What follows belongs to an exercise in optimizing a design on an open flow for small area; a production flow would make more cautious choices.
The RTL was checked by simulation tests, not by an equivalence proof against the original design.
No driver is modelled on the clock port, so clocking that relies on it looks cheaper here than on a real chip.
No activity file was given, so power comes from the tool's default toggle rates.

==> flow/design.v (excerpt) <==
module top(
	input clk,
	input rst,
	output [2:0]vgaRed,
	output [2:0]vgaGreen,
	output [1:0]vgaBlue,
	output vgaHsync,
	output vgaVsync,
	output MemOE,
	output MemWR,
	output FlashRp,
	output FlashCS,
	output [23:1]MemAdr,
	input [15:0]MemDB,
	input [7:0]sw,
	input [3:0]btn,
	output [7:0]led,
	input PS2C,
	input PS2D,
	output [3:0]an,
	output [6:0]seg
);
For scale: ~1100 cells after synthesis, ~190 flip-flops, ~88 I/O pins, ~9500 um2 of cells after synthesis.
export LEC_CHECK = 0
export CAP_MARGIN = 20
export CORE_MARGIN = 2
export CORE_UTILIZATION = 40
export SLEW_MARGIN = 20
create_clock -name core_clock -period 10.0 [get_ports {clk}]
standard.sh (not shown) runs the stock make flow with config.mk's settings and CLKGATE_MAP_FILE= SYNTH_SCRIPT=/design/flow/synth_recipe.tcl, a recipe that flattens the netlist after the stock synthesis.
==> flow/flow/run.sh <==
#!/bin/bash
# Layout flow: the standard ORFS flow (standard.sh) with
#  - synthesis: the standard script (synth_recipe.tcl) with full-adder
#    extraction off and area-oriented ABC scripts (flow/synth.tcl,
#    flow/area*.abc); registers are mapped exactly as in the standard
#    synthesis;
#  - port buffers: buf_1;
#  - clock tree: clkbuf_8, no dummy loads; after CTS, a clock buffer with
#    more than 15 loads becomes clkbuf_16 (flow/post_cts.tcl).
# Each ORFS step logs to orfs/logs/; make's own output goes to make_*.log.
set -euo pipefail
W=$(pwd)
bash standard.sh SYNTH_SCRIPT="$W/flow/synth.tcl" ADDER_MAP_FILE= \
  BUFFER_PORTS_ARGS="-buffer_cell sky130_fd_sc_hd__buf_1" \
  CTS_ARGS="-repair_clock_nets -buf_list sky130_fd_sc_hd__clkbuf_8 -dont_use_dummy_load" \
  POST_CTS_TCL="$W/flow/post_cts.tcl" \
  finish > make_finish.log 2>&1
Other scripts of this flow, unchanged in this note and not shown: flow/flow/area1.abc, flow/flow/area2.abc, flow/flow/area3.abc, flow/flow/area4.abc, flow/flow/post_cts.tcl, flow/flow/synth.tcl
The first run ran to the end with no violations.
Next try:
--- a/flow/flow/run.sh
+++ b/flow/flow/run.sh
@@ -15 +15 @@
-  CTS_ARGS="-repair_clock_nets -buf_list sky130_fd_sc_hd__clkbuf_8 -dont_use_dummy_load" \
+  CTS_ARGS="-sink_clustering_enable -repair_clock_nets -buf_list sky130_fd_sc_hd__clkbuf_16 -sink_clustering_size 30 -sink_clustering_max_diameter 100 -sink_clustering_levels 1 -dont_use_dummy_load" \
Result: Global-route usage barely changes. Fmax went down by 1.0%. Sequential share of layout area came out lower by 0.61 points.
Next try:
--- a/flow/flow/run.sh
+++ b/flow/flow/run.sh
@@ -15 +15 @@
-  CTS_ARGS="-sink_clustering_enable -repair_clock_nets -buf_list sky130_fd_sc_hd__clkbuf_16 -sink_clustering_size 30 -sink_clustering_max_diameter 100 -sink_clustering_levels 1 -dont_use_dummy_load" \
+  CTS_ARGS="-sink_clustering_enable -repair_clock_nets -buf_list sky130_fd_sc_hd__clkbuf_8 -dont_use_dummy_load" \
Result: Clock power went down by 21%. Synthesized area does not change. Count of clock-buffer cells in the layout is unchanged. Worst hold slack improves by 13 ps. Setup slack gets better by 57 ps. Design area is lower by 1.3%. Die area is unchanged. Combinational power barely changes. Final cell count does not change.

========
top, a different RTL version from the one above (not shown whole).
Size in the first run: roughly 190 flip-flops, roughly 88 I/O pins, about 9600 um^2 of cells after synthesis.
==> flow/config.mk <==
export PLATFORM = sky130hd
export DESIGN_NAME = top
export DESIGN_NICKNAME = top
export VERILOG_FILES = /design/flow/design.v
export SDC_FILE = /design/flow/constraint.sdc
export NUM_CORES = 4
export LEC_CHECK = 0
export CAP_MARGIN = 20
export CORE_MARGIN = 2
export CORE_UTILIZATION = 40
export SLEW_MARGIN = 20
==> flow/constraint.sdc <==
create_clock -name core_clock -period 10.0 [get_ports {clk}]
set_input_delay 2.0000 -clock core_clock [delete_from_list [all_inputs] [get_ports {clk}]]
set_output_delay 2.0000 -clock core_clock [all_outputs]
set_load 0.01 [all_outputs]
==> flow/flow/run.sh <==
#!/bin/bash
# Layout flow: the standard ORFS flow (standard.sh) with
#  - synthesis: the standard script (synth_recipe.tcl) with full-adder
#    extraction off and an area-oriented ABC script (flow/area.abc);
#    registers are mapped exactly as in the standard synthesis;
#  - port buffers: buf_1;
#  - clock tree: clkbuf_8, no dummy loads.
# Each ORFS step logs to orfs/logs/; make's own output goes to make_*.log.
set -euo pipefail
W=$(pwd)
bash standard.sh SYNTH_SCRIPT="$W/flow/synth.tcl" ADDER_MAP_FILE= \
  BUFFER_PORTS_ARGS="-buffer_cell sky130_fd_sc_hd__buf_1" \
  CTS_ARGS="-sink_clustering_enable -repair_clock_nets -buf_list sky130_fd_sc_hd__clkbuf_8 -sink_clustering_size 12 -sink_clustering_max_diameter 50 -dont_use_dummy_load" \
  finish > make_finish.log 2>&1
==> flow/flow/area.abc <==
strash
&get -n
&deepsyn -T 30
&put
dch -f
amap
topo
dnsize -c
==> flow/flow/synth.tcl <==
# The standard synthesis script, with ABC run on flow/area.abc instead
# of ORFS's speed script.
set ::area_abc [file join [file dirname [file normalize [info script]]] area.abc]
proc abc {args} {
  set i [lsearch $args -script]
  if {$i >= 0} { lset args [expr {$i + 1}] $::area_abc }
  yosys abc {*}$args
}
source [file join [file dirname [file dirname [file normalize [info script]]]] synth_recipe.tcl]
Edit:
--- a/flow/flow/run.sh
+++ b/flow/flow/run.sh
@@ -13 +13 @@
-  CTS_ARGS="-sink_clustering_enable -repair_clock_nets -buf_list sky130_fd_sc_hd__clkbuf_8 -sink_clustering_size 12 -sink_clustering_max_diameter 50 -dont_use_dummy_load" \
+  CTS_ARGS="-sink_clustering_enable -repair_clock_nets -buf_list sky130_fd_sc_hd__clkbuf_8 -dont_use_dummy_load" \
- CAP_MARGIN: 20 -> 0
- GPL_TIMING_DRIVEN: unset -> 0
- SLEW_MARGIN: 20 -> 0
=> Worst setup slack loses 0.14 ns. Register-to-register slack loses 0.14 ns. Routed wire length climbs by 1.3%. Die area does not change. Clock power climbs by about 1%. Non-clock buffer count climbs by 7.
Edit:
--- a/flow/flow/run.sh
+++ b/flow/flow/run.sh
@@ -13 +13 @@
-  CTS_ARGS="-sink_clustering_enable -repair_clock_nets -buf_list sky130_fd_sc_hd__clkbuf_8 -dont_use_dummy_load" \
+  CTS_ARGS="-sink_clustering_enable -repair_clock_nets -buf_list {sky130_fd_sc_hd__clkbuf_4 sky130_fd_sc_hd__clkbuf_8} -dont_use_dummy_load" \
- CAP_MARGIN: 0 -> 20
- GPL_TIMING_DRIVEN: 0 -> unset
- SLEW_MARGIN: 0 -> 20
What happened:
- The changed run passed the timing, DRC and antenna checks
- cell area shrinks by 0.98%
- area after synthesis does not change
- setup slack improved by 0.14 ns

static timing again, ports no longer ideal:
Ports are ideal in the flow. The routed layouts listed here were re-timed in OpenROAD.
Step 1 assumes that a clkbuf_16 drives the clock port and a buf_2 every other input.
Step 2 moves the port delays by t, midway between the first and last clock arrival at a register: inputs arrive t later, outputs are due t later. That takes back most of the time a late clock gives input paths.
a / b / c = ideal / step 1 / step 2; a / b = the first two.
run	t (ns)	setup WS [ns]	latest minus earliest clock arrival (ns)
the first run of note 1	0.429	4.536 / 4.491 / 4.920	0.027 / 0.027
the second run of note 1	0.472	4.479 / 4.430 / 4.902	0.029 / 0.029
the third run of note 1	0.429	4.536 / 4.491 / 4.920	0.027 / 0.027
the first run of note 2	0.516	3.919 / 3.919 / 3.919	0.057 / 0.057
the second run of note 2	0.502	3.776 / 3.776 / 3.776	0.052 / 0.052
the third run of note 2	0.516	3.919 / 3.919 / 3.919	0.057 / 0.057
After both steps every run listed still meets setup and hold.
